From an optimization exercise on the open Yosys and OpenROAD flow, aimed at small area and a short achievable clock period; shortcuts taken in it are not production practice. The RTL was checked by simulation tests, not by an equivalence proof against the original design. Power and IR drop assume default switching activity.

==> design/flow/design.v <==
module UC (opcode, onWriteReg, writeDataMem, onop, onskip, muxEnd,  
ctrlM5, selectSize, selectDado, selectD, HLT, endPCorReg, flagw, outputEnable, notOUT);
input [5:0] opcode;
output reg onWriteReg, writeDataMem, onop, onskip, muxEnd, flagw, outputEnable, notOUT;
output reg [1:0] ctrlM5, selectDado;
output reg [2:0] selectSize;
output reg selectD, HLT, endPCorReg;
parameter adc = 6'b0, sub = 6'b1, adci = 6'b10, subi = 6'b00011, And = 6'b100, Or = 6'b101, Not = 6'b110,
lowo = 6'b00111, stwo = 6'b01000, loi = 6'b1001, mov = 6'b01010, slel = 6'b01011, sril = 6'b1100, jump = 6'b1101,
jmpr = 6'b01110, beq = 6'b01111, bneq = 6'b10000, blz = 6'b10001, slet = 6'b10010, sgrt = 6'b10011, in = 6'b10100,
out = 6'b10101, nop = 6'b10110, hlt = 6'b10111, mult = 6'b11000, multi = 6'b11001, jal = 6'b11010, beqi = 6'b11011, 
bneqi = 6'b11100, div = 6'b11101, divi = 6'b11110, mod = 6'b11111, modi = 6'b100000, sleti = 6'b100001, sgrti = 6'b100010,
exclusiveOR = 6'b100011, notand = 6'b100100, notor = 6'b100101, andi = 6'b100110, ori = 6'b100111, blt = 6'b101000, 
bgrt= 6'b101001, blti = 6'b101010, bgrti = 6'b101011, scan = 6'b101100;
always @ (opcode) begin
	case (opcode) 
		adc: begin
			onWriteReg = 1;
			writeDataMem = 0;	
			outputEnable = 0;	
			flagw = 0;
			notOUT = 1;
			onop = 1;	
			onskip = 0;
			muxEnd = 1;	
			ctrlM5 = 2'b10;	
			selectSize = 3'b0;
			selectDado = 0;	
			selectD = 0;
			HLT = 0;
			endPCorReg = 0;
		end
		sub:  begin
			onWriteReg = 1;
			writeDataMem = 0;	
			outputEnable = 0;	
			flagw = 0;
			notOUT = 1;
			onop = 1;	
			onskip = 0;
			muxEnd = 1;	
			ctrlM5 = 2'b10;	
			selectSize = 3'b0;
			selectDado = 0;	
			selectD = 0;
			HLT = 0;
			endPCorReg = 0;
		end
		adci:  begin
			onWriteReg = 1;
			writeDataMem = 0;	
			outputEnable = 0;
		   flagw = 0;
			notOUT = 1;	
			onop = 1;	
			onskip = 0;
			muxEnd = 1;		
			ctrlM5 = 2'b01;	
			selectSize = 3'b0;
			selectDado = 0;	
			selectD = 1;
			HLT = 0;
			endPCorReg = 0;
		end
		subi:
		begin
			onWriteReg = 1;
			writeDataMem = 0;	
			outputEnable = 0;	
			flagw = 0;
			notOUT = 1;	
			onop = 1;	
			onskip = 0;
			muxEnd = 1;
			ctrlM5 = 2'b01;	
			selectSize = 3'b0;
			selectDado = 0;	
			selectD = 1;
			HLT = 0;
			endPCorReg = 0;
		end
		And: begin
			onWriteReg = 1;
			writeDataMem = 0;	
			outputEnable = 0;
		   flagw = 0;
			notOUT = 1;		
			onop = 1;	
			onskip = 0;
			muxEnd = 1;	
			ctrlM5 = 2'b10;	
			selectSize = 3'b0;
			selectDado = 0;	
			selectD = 0;	
			HLT = 0;
			endPCorReg = 0;
		end
		Or:  begin
			onWriteReg = 1;
			writeDataMem = 0;	
			outputEnable = 0;	
			flagw = 0;
			notOUT = 1;	
			onop = 1;	
			onskip = 0;
			muxEnd = 1;	
			ctrlM5 = 2'b10;	
			selectSize = 3'b0;
			selectDado = 0;	
			selectD = 0;
			HLT = 0;
			endPCorReg = 0;
		end
	Not: begin
			onWriteReg = 1;
			writeDataMem = 0;	
			outputEnable = 0;	
			flagw = 0;
			notOUT = 1;	
			onop = 1;	
			onskip = 0;
			muxEnd = 1;	
			ctrlM5 = 2'b01;	
			selectSize = 3'b0;
			selectDado = 0;	
			selectD = 1'b0;
			HLT = 0;
			endPCorReg = 0;
		end
	lowo: begin
			onWriteReg = 1;
			writeDataMem = 0;	
			outputEnable = 0;	
			flagw = 0;
			notOUT = 1;	
			onop = 1;	
			onskip = 0;
			muxEnd = 1;	
			ctrlM5 = 2'b01;	
			selectSize = 3'b0;
			selectDado = 2'b10;	
			selectD = 1;
			HLT = 0;
			endPCorReg = 0;
		end
		stwo: begin
			onWriteReg = 0;
			writeDataMem = 1;	
			outputEnable = 0;	
			flagw = 0;
			notOUT = 1;	
			onop = 1;	
			onskip = 0;
			muxEnd = 1;	
			ctrlM5 = 2'b0;	
			selectSize = 3'b0;
			selectDado = 2'b0;	
			selectD = 1;
			HLT = 0;
			endPCorReg = 0;
		end
		loi: begin
			onWriteReg = 1;
			writeDataMem = 0;	
			outputEnable = 0;	
			flagw = 0;
			notOUT = 1;	
			onop = 0;	
			onskip = 0;
			muxEnd = 1;	
			ctrlM5 = 0;	
			selectSize = 3'b01;
			selectDado = 2'b11;	
			selectD = 1'b0;
			HLT = 0;
			endPCorReg = 0;
		end
		mov: begin
			onWriteReg = 1;
			writeDataMem = 0;	
			outputEnable = 0;	
			flagw = 0;
			notOUT = 1;	
			onop = 0;	
			onskip = 0;
			muxEnd = 1;	
			ctrlM5 = 2'b01;	
			selectSize = 3'b0;
			selectDado = 2'b01;	
			selectD = 1'b0;
			HLT = 0;
			endPCorReg = 0;
		end
		slel: begin
			onWriteReg = 1;
			writeDataMem = 0;	
			outputEnable = 0;	
			flagw = 0;
			notOUT = 1;	
			onop = 1;	
			onskip = 0;
			muxEnd = 1;	
			ctrlM5 = 2'b01;	
			selectSize = 3'b0;
			selectDado = 0;	
			selectD = 1;
			HLT = 0;
			endPCorReg = 0;
		end
		sril: begin
			onWriteReg = 1;
			writeDataMem = 0;	
			outputEnable = 0;	
			flagw = 0;
			notOUT = 1;	
			onop = 1;	
			onskip = 0;
			muxEnd = 1;	
			ctrlM5 = 1;	
			selectSize = 3'b0;
			selectDado = 0;	
			selectD = 1;
			HLT = 0;
			endPCorReg = 0;
		end
		jump: begin
			onWriteReg = 0;
			writeDataMem = 0;	
			outputEnable = 0;	
			flagw = 0;
			notOUT = 1;	
			onop = 0;	
			onskip = 1;
			muxEnd = 0;	
			ctrlM5 = 2'b0;	
			selectSize = 3'b0;
			selectDado = 2'b0;	
			selectD = 1'b0;
			HLT = 0;
			endPCorReg = 0;
		end
		jmpr: begin
			onWriteReg = 0;
			writeDataMem = 0;	
			outputEnable = 0;	
			flagw = 0;
			notOUT = 1;	
			onop = 0;	
			onskip = 1;
			muxEnd = 0;	
			ctrlM5 = 0;	
			selectSize = 0;
			selectDado = 0;	
			selectD = 0;
			HLT = 0;
			endPCorReg = 1;
		end
		beq: begin
			onWriteReg = 0;
			writeDataMem = 0;	
			outputEnable = 0;	
			flagw = 0;
			notOUT = 1;	
			onop = 1;	
			onskip = 1;
			muxEnd = 0;	
			ctrlM5 = 2'b0;	
			selectSize = 3'b0;
			selectDado = 2'b0;	
			selectD = 0;	
			HLT = 0;
			endPCorReg = 0;
		end
		bneq: begin
			onWriteReg = 0;
			writeDataMem = 0;	
			outputEnable = 0;	
			flagw = 0;
			notOUT = 1;	
			onop = 1;	
			onskip = 1;
			muxEnd = 0;	
			ctrlM5 = 2'b0;	
			selectSize = 3'b0;
			selectDado = 2'b0;	
			selectD = 0;
			HLT = 0;
			endPCorReg = 0;
		end
		blz: begin
			onWriteReg = 0;
			writeDataMem = 0;	
			outputEnable = 0;	
			flagw = 0;
			notOUT = 1;	
			onop = 1;	
			onskip = 1;
			muxEnd = 0;	
			ctrlM5 = 2'b0;	
			selectSize = 3'b0;
			selectDado = 2'b0;	
			selectD = 1'b0;
			HLT = 0;
			endPCorReg = 0;
		end
		slet: begin
			onWriteReg = 1;
			writeDataMem = 0;	
			outputEnable = 0;
		   flagw = 0;
			notOUT = 1;	
			onop = 1;	
			onskip = 0;
			muxEnd = 1;	
			ctrlM5 = 2'b10;	
			selectSize = 3'b0;
			selectDado = 0;	
			selectD = 0;
			HLT = 0;
			endPCorReg = 0;
		end
		sgrt: begin
			onWriteReg = 1;
			writeDataMem = 0;	
			outputEnable = 0;	
			flagw = 0;
			notOUT = 1;	
			onop = 1;	
			onskip = 0;
			muxEnd = 1;	
			ctrlM5 = 2'b10;	
			selectSize = 3'b0;
			selectDado = 0;	
			selectD = 0;
			HLT = 0;
			endPCorReg = 0;
		end
		in: begin
			onWriteReg = 1;
			writeDataMem = 0;	
			outputEnable = 0;	
			flagw = 0;
			notOUT = 1;	
			onop = 0;	
			onskip = 0;
			muxEnd = 1;	
			ctrlM5 = 2'b0;	
			selectSize = 3'b11;
			selectDado = 2'b11;	
			selectD = 1;
			HLT = 0;
			endPCorReg = 0;
		end
		out: begin
			onWriteReg = 0;
			writeDataMem = 0;	
			outputEnable = 1;	
			flagw = 0;
			notOUT = 0;	
			onop = 0;	
			onskip = 0;
			muxEnd = 1;	
			ctrlM5 = 2'b0;	
			selectSize = 3'b0;
			selectDado = 2'b0;	
			selectD = 1'b0;
			HLT = 0;
			endPCorReg = 0;
		end
		nop: 
		begin
			onWriteReg = 0;
			writeDataMem = 0;	
			outputEnable = 0;	
			flagw = 0;
			notOUT = 1;	
			onop = 0;	
			onskip = 0;
			muxEnd = 1;	
			ctrlM5 = 0;
			selectSize = 3'b0;
			selectDado = 0;	
			selectD = 0;
			HLT = 0;
			endPCorReg = 0;
		end
		hlt: begin
			onWriteReg = 0;
			writeDataMem = 0;	
			outputEnable = 0;	
			flagw = 0;
			notOUT = 0;
			onop = 0;	
			onskip = 0;
			muxEnd = 1;
			ctrlM5 = 2'b0;	
			selectSize = 3'b0;
			selectDado = 2'b0;	
			selectD = 1'b0;
			HLT = 1;
			endPCorReg = 0;
		end
		mult: begin
			onWriteReg = 1;
			writeDataMem = 0;	
			outputEnable = 0;	
			flagw = 0;
			notOUT = 1;
			onop = 1;	
			onskip = 0;
			muxEnd = 1;	
			ctrlM5 = 2'b10;	
			selectSize = 3'b0;
			selectDado = 0;	
			selectD = 0;	
			HLT = 0;
			endPCorReg = 0;
		end
		multi: begin
			onWriteReg = 1;
			writeDataMem = 0;	
			outputEnable = 0;	
			flagw = 0;
			notOUT = 1;
			onop = 1;	
			onskip = 0;
			muxEnd = 1;	
			ctrlM5 = 2'b01;	
			selectSize = 3'b0;
			selectDado = 0;	
			selectD = 1;
			HLT = 0;
			endPCorReg = 0;
			end
		jal: begin 
			onWriteReg = 1;
			writeDataMem = 0;	
			outputEnable = 0;	
			flagw = 0;
			notOUT = 1;
			onop = 0;	
			onskip = 1;
			muxEnd = 0;		
			ctrlM5 = 2'b00;	
			selectSize = 3'b10;
			selectDado = 2'b11;	
			selectD = 1'b0;
			HLT = 0;
			endPCorReg = 0;
		end
		beqi: begin
			onWriteReg = 0;
			writeDataMem = 0;	
			outputEnable = 0;	
			flagw = 0;
			notOUT = 1;
			onop = 1;	
			onskip = 1;
			muxEnd = 0;	
			ctrlM5 = 2'b0;	
			selectSize = 3'b100;
			selectDado = 2'b0;	
			selectD = 1;	
			HLT = 0;
			endPCorReg = 0;
		end
		bneqi: begin
			onWriteReg = 0;
			writeDataMem = 0;	
			outputEnable = 0;	
			flagw = 0;
			notOUT = 1;
			onop = 1;	
			onskip = 1;
			muxEnd = 0;	
			ctrlM5 = 2'b0;	
			selectSize = 3'b100;
			selectDado = 2'b0;	
			selectD = 1;
			HLT = 0;
			endPCorReg = 0;
		end
		div: begin
			onWriteReg = 1;
			writeDataMem = 0;	
			outputEnable = 0;	
			flagw = 0;
			notOUT = 1;
			onop = 1;	
			onskip = 0;
			muxEnd = 1;	
			ctrlM5 = 2'b10;	
			selectSize = 3'b0;
			selectDado = 0;	
			selectD = 0;
			HLT = 0;
			endPCorReg = 0;
		end
		divi: begin
			onWriteReg = 1;
			writeDataMem = 0;	
			outputEnable = 0;	
			flagw = 0;
			notOUT = 1;
			onop = 1;	
			onskip = 0;
			muxEnd = 1;	
			ctrlM5 = 2'b01;	
			selectSize = 3'b1;
			selectDado = 0;	
			selectD = 1;
			HLT = 0;
			endPCorReg = 0;
		end
		mod: begin
			onWriteReg = 1;
			writeDataMem = 0;	
			outputEnable = 0;	
			flagw = 0;
			notOUT = 1;
			onop = 1;	
			onskip = 0;
			muxEnd = 1;	
			ctrlM5 = 2'b10;	
			selectSize = 3'b0;
			selectDado = 0;	
			selectD = 0;
			HLT = 0;
			endPCorReg = 0;
		end
		modi: begin
			onWriteReg = 1;
			writeDataMem = 0;	
			outputEnable = 0;	
			flagw = 0;
			notOUT = 1;
			onop = 1;	
			onskip = 0;
			muxEnd = 1;	
			ctrlM5 = 2'b01;	
			selectSize = 3'b1;
			selectDado = 0;	
			selectD = 1;
			HLT = 0;
			endPCorReg = 0;
		end		
		sleti: begin
			onWriteReg = 1;
			writeDataMem = 0;	
			outputEnable = 0;	
			flagw = 0;
			notOUT = 1;
			onop = 1;	
			onskip = 0;
			muxEnd = 1;	
			ctrlM5 = 2'b01;	
			selectSize = 3'b0;
			selectDado = 0;	
			selectD = 1;
			HLT = 0;
			endPCorReg = 0;
		end
		sgrti: begin
			onWriteReg = 1;
			writeDataMem = 0;	
			outputEnable = 0;	
			flagw = 0;
			notOUT = 1;
			onop = 1;	
			onskip = 0;
			muxEnd = 1;	
			ctrlM5 = 2'b1;	
			selectSize = 3'b0;
			selectDado = 0;	
			selectD = 1;
			HLT = 0;
			endPCorReg = 0;
		end
		exclusiveOR: begin
			onWriteReg = 1;
			writeDataMem = 0;	
			outputEnable = 0;	
			flagw = 0;
			notOUT = 1;
			onop = 1;	
			onskip = 0;
			muxEnd = 1;	
			ctrlM5 = 2'b10;	
			selectSize = 3'b0;
			selectDado = 0;	
			selectD = 0;
			HLT = 0;
			endPCorReg = 0;
		end
		notand: begin
			onWriteReg = 1;
			writeDataMem = 0;	
			outputEnable = 0;	
			flagw = 0;
			notOUT = 1;
			onop = 1;	
			onskip = 0;
			muxEnd = 1;	
			ctrlM5 = 2'b10;	
			selectSize = 3'b0;
			selectDado = 0;	
			selectD = 0;
			HLT = 0;
			endPCorReg = 0;
		end
		notor: begin
			onWriteReg = 1;
			writeDataMem = 0;	
			outputEnable = 0;	
			flagw = 0;
			notOUT = 1;
			onop = 1;	
			onskip = 0;
			muxEnd = 1;	
			ctrlM5 = 2'b10;	
			selectSize = 3'b0;
			selectDado = 0;	
			selectD = 0;
			HLT = 0;
			endPCorReg = 0;
		end
		andi: begin
			onWriteReg = 1;
			writeDataMem = 0;	
			outputEnable = 0;	
			flagw = 0;
			notOUT = 1;
			onop = 1;	
			onskip = 0;
			muxEnd = 1;
			ctrlM5 = 2'b01;	
			selectSize = 3'b0;
			selectDado = 0;	
			selectD = 1;
			HLT = 0;
			endPCorReg = 0;
		end
		ori: begin
			onWriteReg = 1;
			writeDataMem = 0;	
			outputEnable = 0;	
			flagw = 0;
			notOUT = 1;
			onop = 1;	
			onskip = 0;
			muxEnd = 1;
			ctrlM5 = 2'b01;	
			selectSize = 3'b0;
			selectDado = 0;	
			selectD = 1;
			HLT = 0;
			endPCorReg = 0;
		end
		blt: begin
			onWriteReg = 0;
			writeDataMem = 0;	
			outputEnable = 0;	
			flagw = 0;
			notOUT = 1;
			onop = 1;	
			onskip = 1;
			muxEnd = 0;	
			ctrlM5 = 2'b0;	
			selectSize = 3'b0;
			selectDado = 2'b0;	
			selectD = 0;	
			HLT = 0;
			endPCorReg = 0;
		end
		bgrt: begin
			onWriteReg = 0;
			writeDataMem = 0;	
			outputEnable = 0;	
			flagw = 0;
			notOUT = 1;
			onop = 1;	
			onskip = 1;
			muxEnd = 0;	
			ctrlM5 = 2'b0;	
			selectSize = 3'b0;
			selectDado = 2'b0;	
			selectD = 0;	
			HLT = 0;
			endPCorReg = 0;
		end
		blti: begin
			onWriteReg = 0;
			writeDataMem = 0;	
			outputEnable = 0;	
			flagw = 0;
			notOUT = 1;
			onop = 1;	
			onskip = 1;
			muxEnd = 0;	
			ctrlM5 = 2'b0;	
			selectSize = 3'b100;
			selectDado = 2'b0;	
			selectD = 1;	
			HLT = 0;
			endPCorReg = 0;
		end
		bgrti: begin
			onWriteReg = 0;
			writeDataMem = 0;	
			outputEnable = 0;	
			flagw = 0;
			notOUT = 1;
			onop = 1;	
			onskip = 1;
			muxEnd = 0;	
			ctrlM5 = 2'b0;	
			selectSize = 3'b100;
			selectDado = 2'b0;	
			selectD = 1;	
			HLT = 0;
			endPCorReg = 0;
		end
		scan: begin
			onWriteReg = 0;
			writeDataMem = 0;	
			outputEnable = 0;	
			flagw = 1;
			notOUT = 0;
			onop = 0;	
			onskip = 0;
			muxEnd = 1;	
			ctrlM5 = 2'b0;	
			selectSize = 3'b0;
			selectDado = 2'b0;	
			selectD = 1;	
			HLT = 0;
			endPCorReg = 0;
		end
		default: begin
			onWriteReg = 0;
			writeDataMem = 0;	
			outputEnable = 0;	
			flagw = 0;
			notOUT = 1;
			onop = 0;	
			onskip = 0;
			muxEnd = 0;	
			ctrlM5 = 0;	
			selectSize = 0;
			selectDado = 0;	
			selectD = 0;
			HLT = 0;
			endPCorReg = 0;
		end
	endcase
end
endmodule
module controle2(nfuncao, onOP, controle);
	input [5:0] nfuncao;
	input onOP;
	output reg [4:0] controle;
	parameter adc = 6'b00000, sub = 6'b00001, adci = 6'b00010, subi = 6'b00011, e = 6'b00100,
	ou = 6'b00101, n = 6'b00110, lowo = 6'b00111 , stwo = 6'b01000, slel = 6'b01011,
	sril = 6'b01100, beq = 6'b01111, bneq = 6'b10000, blz = 6'b10001, slet = 6'b10010,
	sgrt = 6'b10011, mult = 6'b11000, multi = 6'b11001, beqi = 6'b11011, bneqi = 6'b11100,
	div = 6'b11101, divi = 6'b11110, mod = 6'b11111, modi = 6'b100000, sleti = 6'b100001, 
	sgrti = 6'b100010, exclusiveOR = 6'b100011, notand = 6'b100100, notor = 6'b100101, 
	andi = 6'b100110, ori = 6'b100111, blt = 6'b101000, bgrt= 6'b101001, blti = 6'b101010, 
	bgrti = 6'b101011;
	always @(*) begin
		if(onOP) begin
			case (nfuncao)
				adc: controle = 5'b0;
				sub: controle = 5'b1;
				adci: controle = 5'b0;
				subi: controle = 5'b1;
				e: controle = 5'b10;
				ou: controle = 5'b11;
				n: controle = 5'b100;
				lowo: controle = 5'b0;
				stwo: controle = 5'b0;
				slel: controle = 5'b101;
				sril: controle = 5'b110;
				beq: controle = 5'b111;
				bneq: controle = 5'b1000;
				blz: controle = 5'b1001;
				slet: controle = 5'b1010;
				sgrt: controle = 5'b1011;
				mult: controle = 5'b1100;
				multi: controle = 5'b1100;
				beqi: controle = 5'b111;
				bneqi: controle = 5'b1000;
				div: controle = 5'b1101;
				divi: controle = 5'b1101;
				mod: controle = 5'b1110;
				modi: controle = 5'b1110;
				sleti: controle = 5'b1010;
				sgrti: controle = 5'b1011;
				exclusiveOR: controle = 5'b1111;
				notand: controle = 5'b10000;
				notor: controle = 5'b10001;
				andi: controle = 5'b10;
				ori: controle = 5'b11;
				blt: controle = 5'b10010;
				bgrt: controle = 5'b10011;
				blti: controle = 5'b10010;
				bgrti: controle = 5'b10011;
				default: controle = 5'b11111;
				endcase
			end
		else controle = 5'b11111;
	end
endmodule 
module ULA  (controle, DA, DB, ULAresult, negativo, zero, overflow);
  input [4:0] controle;
  input [31:0] DA;
  input [31:0] DB;
  output reg [31:0] ULAresult;
  output zero;
  output negativo;
  integer i;
  reg [63:0] multResult;
  output reg overflow;
  reg [32:0] resultOF;
	parameter adc = 5'b0, sub = 5'b1, e = 5'b10, ou = 5'b11, n = 5'b100, 
	slel = 5'b101, sril = 5'b110, beq = 5'b111, bneq = 5'b1000, 
	blz = 5'b1001, slet =5'b1010, sgrt = 5'b1011, mult = 5'b1100, div = 5'b1101, 
	mod = 5'b1110, exor = 5'b1111, notand = 5'b10000, notor = 5'b10001, blt = 5'b10010, bgrt = 5'b10011;
  always @ (*) begin
    resultOF = 0;
    multResult = 0;
    i = 0;
    case(controle)
      adc: begin 
		resultOF = DA + DB;  
		overflow = 0;
		if(resultOF[32] == 1) begin
			overflow = 1;
			resultOF = 0;
		end
		ULAresult = resultOF;
		end
      sub: begin  
			ULAresult = DA - DB;	
			overflow = 0;
			end
      e: begin ULAresult = DA & DB;  
			overflow = 0;
			end
      ou: begin ULAresult = DA | DB;  
			overflow = 0;
			end
      n: begin ULAresult = !DA;
			overflow = 0;
			end
		sril: begin ULAresult = DA >> DB;  
				overflow = 0;
				end
      slel: begin 
			ULAresult = DA << DB;
			overflow = 0;
		end
      beq: begin 
				if (DA == DB) ULAresult = 0;  
				else ULAresult = 1;
				overflow = 0;
			 end
      bneq: begin
					if(DA != DB) ULAresult = 1;  
					else ULAresult = 0;
					overflow = 0;
				end
      blz: begin 
			  ULAresult = DA;
			  overflow = 0;
			  end
      sgrt: begin if (DA > DB) ULAresult = 1;  
				else ULAresult =0;
				overflow = 0;
				end
      slet:  begin if (DA < DB) ULAresult = 1;  
				else ULAresult =0;
				overflow = 0;
				end
		mult: begin
			overflow = 0;
				multResult = DA * DB;
				for (i = 32; i <= 63; i = i + 1) begin
					if (multResult[i]) begin
						overflow = 1;
						multResult = 0;
					end
				end
				ULAresult = multResult [31:0];
		end
		div: begin
			if (DB == 0) ULAresult = 32'hFFFFFFFF;
			else ULAresult = DA / DB;
			overflow = 0;
		end
		mod: begin
			if (DB == 0) ULAresult = DA;
			else ULAresult = DA % DB;
			overflow = 0;
		end
		exor: begin 
			ULAresult = DA  ^ DB;
			overflow = 0;
		end
		notand: begin 
			ULAresult = ~(DA & DB);
			overflow = 0;
		end
		notor: begin 
			ULAresult = ~(DA | DB);
			overflow = 0;
		end
		blt: begin
			if(DA<DB)
				ULAresult = 0;
			else
				ULAresult = 1;
			overflow = 0;
		end
		bgrt: begin 
			if(DA>DB)
				ULAresult = 0;
			else 
				ULAresult = 1;
			overflow = 0;
		end
		default: begin
			ULAresult = 0;
			overflow = 0;
		end
    endcase
    end
	assign zero = (ULAresult==0);
	assign negativo = ($signed (ULAresult) < 0);
endmodule
module regFile(readReg1, readReg2, writeReg, writeData, writeAddress,  readData1, readData2, ck);
	input [4:0] readReg1, readReg2;
	input [31:0] writeData;
	input [4:0] writeAddress;
	input ck, writeReg;
	output  [31:0] readData1, readData2;
	reg [31:0] registers[31:0];
	always @ (posedge ck) begin
		if (writeReg) 
			registers[writeAddress] <= writeData;
	end
		assign readData1 = registers[readReg1];
	   assign readData2 = registers[readReg2];
endmodule
module MEMdados(ck, ONescrita, dadoEscrita, endereco, dadoLeitura);
	input ck, ONescrita;
	input [8:0] endereco;
	input [31:0] dadoEscrita;
	output reg[31:0] dadoLeitura;	
	reg [31:0] memoria [31:0];
	always @ (negedge ck) begin	
		if (ONescrita) begin
			memoria[endereco[4:0]] <= dadoEscrita;
			dadoLeitura <= 0;
		end
		else
			dadoLeitura <= memoria[endereco[4:0]];
	end	
endmodule
module controle1 (ONcontrole1, controle, jump, pc, endereco, zero, negativo, endout);
	input ONcontrole1;
	input [5:0] controle;
	input [8:0] endereco, pc;
	input zero, negativo;
	output reg jump;
	output reg [8:0] endout;
	reg [8:0] add;
	parameter beq = 6'b01111, bneq = 6'b10000, blz = 6'b10001, jmp = 6'b01101, jmpr = 6'b01110, jal = 6'b11010,
	beqi = 6'b11011, bneqi = 6'b11100, blt = 6'b101000, bgrt= 6'b101001, blti = 6'b101010, bgrti = 6'b101011;
	always @ (*) begin 
		add = pc;
		endout = add;
		jump = 0;
		if (ONcontrole1) begin
		case (controle)
			beq:  
				if(zero==1) begin
					endout = add + endereco;
					jump =0;
				end
				else begin 
					endout = add;
					jump = 0;
				end
			beqi:  
				if(zero==1) begin
					endout = add + endereco;
					jump =0;
				end
				else begin 
					endout = add;
					jump = 0;
				end
			bneq:  
				if(zero == 0) begin
					endout = add + endereco;
					jump =0;
				end
				else begin 
					endout = add;
					jump = 0;
				end
			bneqi:  
				if(zero == 0) begin
					endout = add + endereco;
					jump =0;
				end
				else begin 
					endout = add;
					jump = 0;
				end
			blz:  
				if(negativo==1) begin
					endout = add + endereco;
					jump = 0;
				end
				else begin 
					endout = add;
					jump = 0;
				end
			jmp: begin  
				endout = endereco;
				jump = 1;
			end
			jmpr: begin
				endout = endereco;
				jump = 1;
			end
			jal: begin  
				endout = endereco;
				jump = 1;
			end
			blt: begin  
				if(zero==1) 
					endout = add + endereco;
				else
					endout = add;
				jump = 0;
			end
			bgrt: begin  
				if(zero==1) 
					endout = add + endereco;
				else
					endout = add;
				jump = 0;
			end
			blti: begin  
				if(zero==1) 
					endout = add + endereco;
				else 
					endout = add;
				jump = 0;
			end
			bgrti: begin  
				if(zero==1) 
					endout = add + endereco;
				else 
					endout = add;
				jump = 0;
			end
		endcase	
	end
	end
endmodule 
module extensorSinal (selectSize, imm12, imm16, imm21, imm9, imm18, out32);
	input [2:0] selectSize;
	input [11:0] imm12;
	input [15:0] imm16;
	input [20:0] imm21;
	input [8:0] imm9;
	input [17:0] imm18;
	output reg [31:0] out32;
	parameter i16 = 3'b0, i21 = 3'b01, i9 = 3'b10, i18 = 3'b11, i12 = 3'b100;
	always @ (*) begin
		case (selectSize)
			i16: out32 = {16'b0, imm16};
			i21: out32 = {11'b0, imm21};
			i9: out32 =  {23'b0, imm9};
			i18: out32 = {14'b0, imm18};
			i12: out32 = {10'b0, imm12};
			default: out32 = 32'b0;
		endcase
	end
endmodule
module muxEndereco (ctrl, jIN, EA,EB, jOUT, Eout);
	input ctrl, jIN;
	input [8:0] EA, EB;
	output reg jOUT;
	output reg [8:0] Eout;
	always @(*) begin
		case (ctrl)
			1'b0: begin Eout = EA;	
							jOUT = jIN;
					end
			1'b1: begin Eout = EB;
							jOUT = 0;
					end
		endcase
	end
endmodule
module muxEnd (ctrl,EA,EB,Eout);
	input ctrl;
	input [8:0] EA, EB;
	output reg [8:0] Eout;
	always @(*) begin
		case (ctrl)
			1'b0: Eout = EA;				
			1'b1:  Eout = EB;
		endcase
	end
endmodule
module MUX(select, DA, DB, outMUX);
	input [31:0] DA, DB;
	input select;
	output reg[31:0] outMUX;
	always @ (*) begin
		case (select)
			1'b0: outMUX = DA;
			1'b1: outMUX = DB;
		endcase;
	end
endmodule
module mux4 (select, DA, DB,DC, DD, outD);
input [1:0] select;
input [31:0] DA, DB, DC, DD;
output reg [31:0] outD;
always @ (*) begin
 case (select)
	2'b0: outD = DA;
	2'b01: outD = DB;
	2'b10: outD = DC;
	2'b11: outD = DD;
 endcase
end
endmodule
module mux5bits (ctl, DA, DB, DC, outD);
	input [1:0] ctl;
	input [4:0] DA, DB, DC;
	output reg [4:0] outD;
	always @ (*) begin
		case (ctl) 
			2'b00: outD = DA;
			2'b01: outD = DB;
			2'b10: outD = DC;
			default: outD = 0;
		endcase
	end
endmodule
module binToBCD(flagw, outputEnable, notOUT, HLT, dataBin, dmilhao, milhao, cmilhar, dmilhar, milhar, centesimal, decimal, unidade);
	input flagw, outputEnable, notOUT, HLT;
	input [31:0] dataBin;
	output reg [3:0] dmilhao , milhao, cmilhar, dmilhar, centesimal, milhar, decimal, unidade;
	integer i;
	always @(*) begin
	dmilhao = 4'b1010;
	milhao = 4'b1010;
	cmilhar = 4'b1010;
	dmilhar = 4'b1010;
	milhar = 4'b1010;
	centesimal = 4'b1010;
	decimal = 4'b1010;
	unidade = 4'b1010;
	i = 0;
	if (notOUT == 1) begin
		unidade = 4'b1010;
		decimal = 4'b1010;
		centesimal = 4'b1010;
		milhar = 4'b1010;
		dmilhar = 4'b1010;
		cmilhar = 4'b1010;
		milhao = 4'b1010;
		dmilhao = 4'b1010;
	end
	if(flagw ==1) begin
		unidade = 4'b1011;
		decimal = 4'b1011;
		centesimal = 4'b1011;
		milhar = 4'b1011;
		dmilhar = 4'b1011;
		cmilhar = 4'b1011;
		milhao = 4'b1011;
		dmilhao =4'b1011;
	end
	if(HLT ==1) begin
		unidade = 4'b1110;
		decimal = 4'b1101;
		centesimal = 4'b1100;
		milhar = 4'b1010;
		dmilhar = 4'b1010;
		cmilhar = 4'b1010;
		milhao = 4'b1010;
		dmilhao = 4'b1010;
	end		
	if (outputEnable ==1) begin
	dmilhao = 4'd0;
	milhao = 4'd0;
	cmilhar =  4'd0;
	dmilhar = 4'd0;
	milhar = 4'd0;
	centesimal = 4'd0;
	decimal = 4'd0;
	unidade = 4'd0;
	for(i = 31; i>=0; i = i-1 ) begin
		if(dmilhao > 4)
			dmilhao = dmilhao + 3;
		if(milhao > 4)
			milhao = milhao + 3;
		if(cmilhar > 4)
			cmilhar = cmilhar + 3;
		if(dmilhar > 4)
			dmilhar = dmilhar + 3;
		if(milhar > 4)
			milhar = milhar + 3;
		if(centesimal > 4)
			centesimal = centesimal + 3;
		if(decimal > 4)
			decimal = decimal + 3;
		if (unidade > 4)
			unidade = unidade + 3;
		dmilhao = dmilhao << 1;
		dmilhao [0] = milhao [3];
		milhao = milhao << 1;
		milhao [0] = cmilhar [3];
		cmilhar = cmilhar << 1;
		cmilhar [0] = dmilhar [3];
		dmilhar = dmilhar << 1;
		dmilhar[0] = milhar [3];
		milhar = milhar << 1;
		milhar [0] = centesimal [3];
		centesimal = centesimal << 1;
		centesimal [0] = decimal [3];
		decimal = decimal << 1;
		decimal [0] = unidade [3];
		unidade = unidade <<1;
		unidade [0] = dataBin[i];
	end
	end
end	
endmodule
module display7segmentos(numero, outDisplay);	
	input [3:0] numero;
	output reg [6:0] outDisplay;
	always@(*)
		case(numero)
			4'b0000 : outDisplay = ~7'b1111110; 
			4'b0001 : outDisplay = ~7'b0110000; 
			4'b0010 : outDisplay = ~7'b1101101; 
			4'b0011 : outDisplay = ~7'b1111001; 
			4'b0100 : outDisplay = ~7'b0110011; 
			4'b0101 : outDisplay = ~7'b1011011; 
			4'b0110 : outDisplay = ~7'b1011111; 
			4'b0111 : outDisplay = ~7'b1110000; 
			4'b1000 : outDisplay = ~7'b1111111; 
			4'b1001 : outDisplay = ~7'b1111011; 
			4'b1010 : outDisplay = ~7'b0000000; 
			4'b1011 : outDisplay = ~7'b0000001; 
			4'b1100 : outDisplay = ~7'b0110111; 
			4'b1101 : outDisplay = ~7'b0001110;  
			4'b1110 : outDisplay = ~7'b1000110;  
			default : outDisplay = ~7'b0000000; 
		endcase
endmodule 
module programCounter(ck, jump, endereco, nHLT, reset, OUTendereco, hlt);
	input ck, jump, nHLT, reset, hlt;
	input [8:0] endereco;
	output reg [8:0] OUTendereco;
	always @ (posedge ck) begin
		if (reset)
			OUTendereco <= 9'b0;
		else if (hlt && !nHLT)
			OUTendereco <= OUTendereco;
		else if (jump)
			OUTendereco <= endereco;
		else
			OUTendereco <= endereco + 9'd1;
	end
endmodule
module unidadeProcessamento(clk, instr, switches, reset, zero, neg, overflow, nHLT, endereco, result,
sdmilhao, smilhao, scmilhar, sdmilhar, smilhar ,scentesimal, sdecimal, sunidade) ;
	output  [8:0] endereco;
	input [31:0] instr;
	input [17:0] switches;
	input nHLT;
	input clk;
	input wire reset;
	wire [31:0] DA, DB;
	wire [31:0] instrucao, wd, outIM, outmuxdado;
	wire onWriteReg, writeDataMem, outputEnable, onop, onskip, muxEnd;
	wire hlt, endPCorReg, flagw, notOUT ;
	wire [1:0] ctrlM5, selectDado;
	wire [2:0] selectSize;
	wire selectD;
	wire [4:0] gravaEnd, reg1, ende;
	wire [31:0] outmux, outIOunit;
	wire [31:0] dadoLeitura;
	wire [8:0] outskip, skipEnd, pcin;
	wire  j, jmp;
	output wire zero, neg;
	wire [4:0] controle;
	output wire overflow;
	wire [31:0] outOC;
	wire [3:0] dmilhao , milhao, cmilhar, dmilhar, centesimal, milhar, decimal, unidade;
	output [6:0] sdmilhao, smilhao, scmilhar, sdmilhar, smilhar ,scentesimal, sdecimal, sunidade;
	output [31:0]result;
	wire neg_nHLT;
	wire neg_reset;
	assign neg_nHLT =  ~nHLT;
	assign neg_reset = ~reset;
	assign instrucao = instr;
	UC unidade_de_controle(.opcode(instrucao[31:26]), 
		 .onWriteReg(onWriteReg), 
		 .writeDataMem(writeDataMem), 
		 .onop(onop), 
		 .onskip(onskip), 
		 .muxEnd(muxEnd), 
		 .ctrlM5(ctrlM5), 
		 .selectSize(selectSize), 
		 .selectDado(selectDado), 
		 .selectD(selectD), 
		 .HLT(hlt),
		 .endPCorReg(endPCorReg),
		 .flagw (flagw), 
		 .outputEnable(outputEnable), 
		 .notOUT(notOUT)
);
	programCounter Program_counter(.ck(clk), 
							 .jump(jmp), 
							 .endereco(pcin),
							 .nHLT(neg_nHLT),
							 .reset(neg_reset),
							 .OUTendereco(endereco),
							 .hlt(hlt)
);
	muxEndereco selecionaProxEndereco(.ctrl(muxEnd), 
					 .jIN(j), 
					 .EA(outskip),
					 .EB(endereco), 
					 .jOUT(jmp), 
					 .Eout(pcin)
	);
	mux5bits selecionaOndeGrava(.ctl(ctrlM5), 
				 .DA(instrucao[25:21]), 
				 .DB(instrucao[20:16]), 
				 .DC(instrucao[15:11]),
				 .outD(gravaEnd)
	);
	regFile Banco_de_Registradores(.readReg1(instrucao[25:21]), 
			  .readReg2(instrucao[20:16]), 
			  .writeReg(onWriteReg), 
			  .writeData(outmux), 
			  .writeAddress(gravaEnd), 
			  .readData1(DA), 
			  .readData2(DB), 
			  .ck(clk)
	);
	extensorSinal Extensor_de_Sinal(.selectSize(selectSize), 
											  .imm12(instrucao[20:9]),
											  .imm16(instrucao[15:0]), 
											  .imm21(instrucao[20:0]), 
											  .imm9(endereco),
											  .imm18(switches),
											  .out32(wd)
	);
	MUX selecionaImediatoOuReg (.select(selectD), 
				.DA(DB), 
				.DB(wd), 
				.outMUX(outIM)
	);
	controle2 OPcontrol(.nfuncao(instrucao[31:26]), 
				 .onOP(onop), 
				 .controle(controle)
	);
	ULA Unidade_Logica_Aritmetica(.controle(controle), 
		 .DA(DA), 
		 .DB(outIM), 
		 .ULAresult(result), 
		 .negativo(neg), 
		 .zero(zero),
		 .overflow(overflow)
	);
	muxEnd PCorREG(.ctrl(endPCorReg),
						.EA(instrucao[8:0]),
						.EB(DA[8:0]),
						.Eout(skipEnd));
	controle1 skip (.ONcontrole1(onskip), 
				  .controle(instrucao[31:26]), 
				  .jump(j), 
				  .pc(endereco), 
				  .endereco(skipEnd), 
				  .zero(zero), 
				  .negativo(neg), 
				  .endout(outskip));
	MEMdados memoria_de_dados(.ck(clk), 
									  .ONescrita(writeDataMem), 
									  .dadoEscrita(DB), 
									  .endereco(result[8:0]), 
									  .dadoLeitura(dadoLeitura)
	);
	mux4 selecionaOdadoQueVaiSerGravadoNoBanco(.select(selectDado), 
			.DA(result), 
			.DB(DA),
			.DC(dadoLeitura), 
			.DD(wd), 
			.outD(outmux)
	);
	binToBCD conversorBCD(.flagw(flagw), 
				.outputEnable(outputEnable), 
				.notOUT(notOUT),
				.HLT(hlt),
				.dataBin(DA), 
				.dmilhao(dmilhao), 
				.milhao(milhao), 
				.cmilhar(cmilhar), 
				.dmilhar(dmilhar), 
				.milhar(milhar), 
				.centesimal(centesimal), 
				.decimal(decimal), 
				.unidade(unidade));
	display7segmentos H (.numero(dmilhao), .outDisplay(sdmilhao));
	display7segmentos G (.numero(milhao), .outDisplay(smilhao));
	display7segmentos F (.numero(cmilhar), .outDisplay(scmilhar));
	display7segmentos E (.numero(dmilhar), .outDisplay(sdmilhar));
	display7segmentos D (.numero(milhar), .outDisplay(smilhar));
	display7segmentos C (.numero(centesimal), .outDisplay(scentesimal));
	display7segmentos B (.numero(decimal), .outDisplay(sdecimal));
	display7segmentos A (.numero(unidade), .outDisplay(sunidade));
endmodule
==> design/flow/run.sh <==
#!/bin/bash
# synth_recipe.tcl (not shown) runs the flow's synth.tcl, then flattens the netlist and writes it again
# the make line also repeats each setting of config.mk as NAME=value (left out here)
make -C /OpenROAD-flow-scripts/flow DESIGN_CONFIG=/design/flow/config.mk WORK_HOME=/design/flow/orfs CLKGATE_MAP_FILE= SYNTH_SCRIPT=/design/flow/synth_recipe.tcl finish
==> design/flow/config.mk <==
export PLATFORM = sky130hd
export DESIGN_NAME = unidadeProcessamento
export DESIGN_NICKNAME = unidadeProcessamento
export VERILOG_FILES = /design/flow/design.v
export SDC_FILE = /design/flow/constraint.sdc
export NUM_CORES = 4
export LEC_CHECK = 0
export CAP_MARGIN = 20
export CORE_MARGIN = 2
export CORE_UTILIZATION = 40
export SLEW_MARGIN = 20
==> design/flow/constraint.sdc <==
create_clock -name core_clock -period 550.0 [get_ports {clk}]
set_input_delay 110.0000 -clock core_clock [delete_from_list [all_inputs] [get_ports {clk}]]
set_output_delay 110.0000 -clock core_clock [all_outputs]
set_load 0.01 [all_outputs]
==> summary.txt <==
[cell usage after synthesis, types with 41 or more instances]
cell type	number	area (um^2)
buf_2	65	325
a21o_1	158	1190
o2111ai_1	47	412
a31oi_1	242	1510
a211oi_1	136	1020
nand4_1	135	845
o21bai_1	60	450
a211o_1	52	455
and3_1	282	1760
o31ai_1	92	691
ha_1	1257	15700
or3_1	71	444
mux2_2	541	6090
a221oi_1	71	622
nor3_1	555	2780
o31a_1	52	455
nand3_1	291	1460
a22oi_1	50	375
a2111o_1	43	484
a21oi_1	539	2700
nor2b_1	65	407
o211ai_1	122	916
nand2b_1	92	576
xnor2_1	173	1520
nand2_1	2208	8290
fa_1	900	18000
a21boi_0	63	473
o21ai_0	493	2470
nor4_1	65	407
or2_2	43	269
nor2_1	1435	5390
o22ai_1	64	400
dfxtp_1	41	821
and2_1	148	926
clkbuf_1	618	2320
o21ai_1	42	210
mux2i_1	253	2530
buf_1	158	593
o21a_1	476	3570
inv_1	1322	4960
mux4_2	615	13900
xor2_1	63	552
a311oi_1	156	1370
edfxtp_1	2048	61500
[final cells by class]
type	instances	area (um^2)	area share
Antenna cell	15	37.5	0.000187
Tap cell	5952	7450	0.0371
Clock inverter	1188	5240	0.0261
Sequential cell	2089	62300	0.311
Multi-Input combinational cell	12900	110000	0.550
Timing Repair Buffer	586	5070	0.0253
Inverter	1362	5130	0.0256
Clock buffer	204	4930	0.0246
[stage by stage]
step                      cells  hold slack (ns)  total power (uW)  area (um^2)  worst slack, ns
after CTS                 24300            0.587            294000       200000            29.00
after detailed placement  22900            0.571            294000       190000            28.66
after floorplan           17200            0.516            299000       180000            39.56
after global routing      24300            0.606            297000       200000            17.46
final                     24300            0.580            295000       200000            27.39
after global placement    22900            0.566            294000       190000            30.23
[per-layer routing]
layer	part of all wire	routed length, um	track usage	up-vias
met1	0.39	260000	0.368	73100
met2	0.44	295000	0.444	7524
li1	-	-	-	65500
met4	0.063	42200	0.156	32
met3	0.11	72500	0.0750	1469
met5	0.00032	216	0	-
[placed cells by master (no fill, tap or decap), drive strengths merged, types with 477 or more instances in the layout]
master  netlist  final
nand2      2208   2208
o21ai       540    540
o21a        477    477
nor3        559    559
mux2        552    552
ha         1257   1257
a21oi       540    540
inv        1339   2430
mux4        615    615
edfxtp     2048   2048
fa          900    900
nor2       1438   1438
[cells by family (layout without fill, tap and decap cells)]
logic type / count (synthesis) / after routing / share of synthesized area
fa+ha+maj: 2157 / 2157 / 0.188
mux: 1431 / 1431 / 0.127
xor+xnor: 240 / 240 / 0.0119
buf+inv: 2224 / 3340 / 0.0474
other cells: 0 / 15 / 0
flops: 2089 / 2089 / 0.346
compound gates: 3485 / 3485 / 0.140
simple gates: 5580 / 5580 / 0.140
[registers in the layout, summed over array words and instances, names as in the netlist]
signal / count
Banco_de_Registradores.registers: 1024
Program_counter.OUTendereco: 9
memoria_de_dados.dadoLeitura: 32
memoria_de_dados.memoria: 1024
==> impl_metrics.tcl <==
set metrics [dict create \
    outcome "finished clean" \
    cp_num_cells 625 \
    clock_latency_ns 0.89 \
    async_reset_ff_frac 0 \
    worst-slew-pin-transition_ns 1.29 \
    crit_path_start "instr[16]" \
    r2r_cells 623 \
    r2r_start "Banco_de_Registradores.registers[14][28]$_DFFE_PP_" \
    r2r_end "memoria_de_dados.memoria[8][6]$_DFFE_NP_" \
    slowest_stage "nor2_2" \
    drive_gt1_frac 0.127 \
    cts_resized 0 \
    numPortBuffers 152 \
    p_leak_uw 0.0802 \
    boundaryPins 153 \
    maxPowerGroup "combinational cells" \
    cts_buffers 192 \
    holdBufCountCts 0 \
    cell_internal_pwr_uw 124000 \
    cts_setup_buffers 0 \
    r2r_slack_ns 137.53 \
    antenna_left 0 \
    hp-start "Program_counter.OUTendereco[0]$_SDFFE_PN0N_" \
    htreeDepth 4 \
    synth_ff_type "edfxtp_1" \
    clock_power_share 0.001 \
    p_per_area_nw_per_um2 1470 \
    dr.pass1.iters 6 \
    crit_end "memoria_de_dados.memoria[8][6]$_DFFE_NP_" \
    pwr-share-seq 0.001 \
    syn_area_um2 180000 \
    synth-seq-area-share 0.346 \
    std_cell_rows 246 \
    critPathArrivalTime_ns 248.09 \
    wl_per_cell_um 27.6 \
    finalSetupTns_ns 0 \
    grt_pass1_vias 144000 \
    irDropWorstVdd_mv 4.76 \
    path_class "in -> reg" \
    pwr.group.sequential_uw 193 \
    max_stage_delay_ns 0.92 \
    clk_pin_slew_ns 0.07 \
    drc 0 \
    tritoncts "built" \
    required_ns 275.49 \
    syn_nets 19400 \
    p_comb_uw 294000 \
    crit_family "compound AO/OA/AOI/OAI gates" \
    hold_violations 0 \
    path_max_fanout 62 \
    grt_max_degree 162 \
    cp-start-kind "primary input" \
    setup_viol_count_final 0 \
    post-route-util 0.447 \
    synth-edff-count 2048 \
    clock-sinks 2089 \
    synth_seq_cells 2089 \
    grt_setup_unrepaired "false" \
    routed_wl_um 670000 \
    drt-vias-per-instance 6.07 \
    dieArea_um2 455000 \
    yosysWarnings 15 \
    avgSynthCellArea_um2 10.5 \
    maxSlewViolCount 0 \
    switchingPower_uw 171000 \
    initial_core_util 0.401 \
    relSlewSlack 0.140 \
    hpwl_um 476000 \
    netlist_instances 17200 \
    clockBufferDepth 4 \
    swShare 0.580 \
    cpMostUsedCell "o21a_1" \
    place_congestion 1.05 \
    drv_cap 0 \
    nNetsFinal 20400 \
    synth_cell_types 140 \
    die_y_um 675 \
    grtUsageTotal 0.287 \
    root_buffer "clkbuf_16" \
    grt_remaining_overflow 0 \
    area_growth_pct 11.5 \
    drt_iter0_markers 17100 \
    comb_power_share 0.999 \
    critPathBufInv 29 \
    fillers 41700 \
    grt_pass1_wl_um 967000 \
    die_w_um 675 \
    min_path_type "reg -> reg" \
    p_clk_uw 166 \
    antenna_found_initial 47 \
    holdPathStages 2 \
    coreArea_um2 448000 \
    end_kind "flip-flop" \
    min_to "Program_counter.OUTendereco[0]$_SDFFE_PN0N_" \
    num_vias 148000 \
    fin_skew_ns 0.0944 \
]
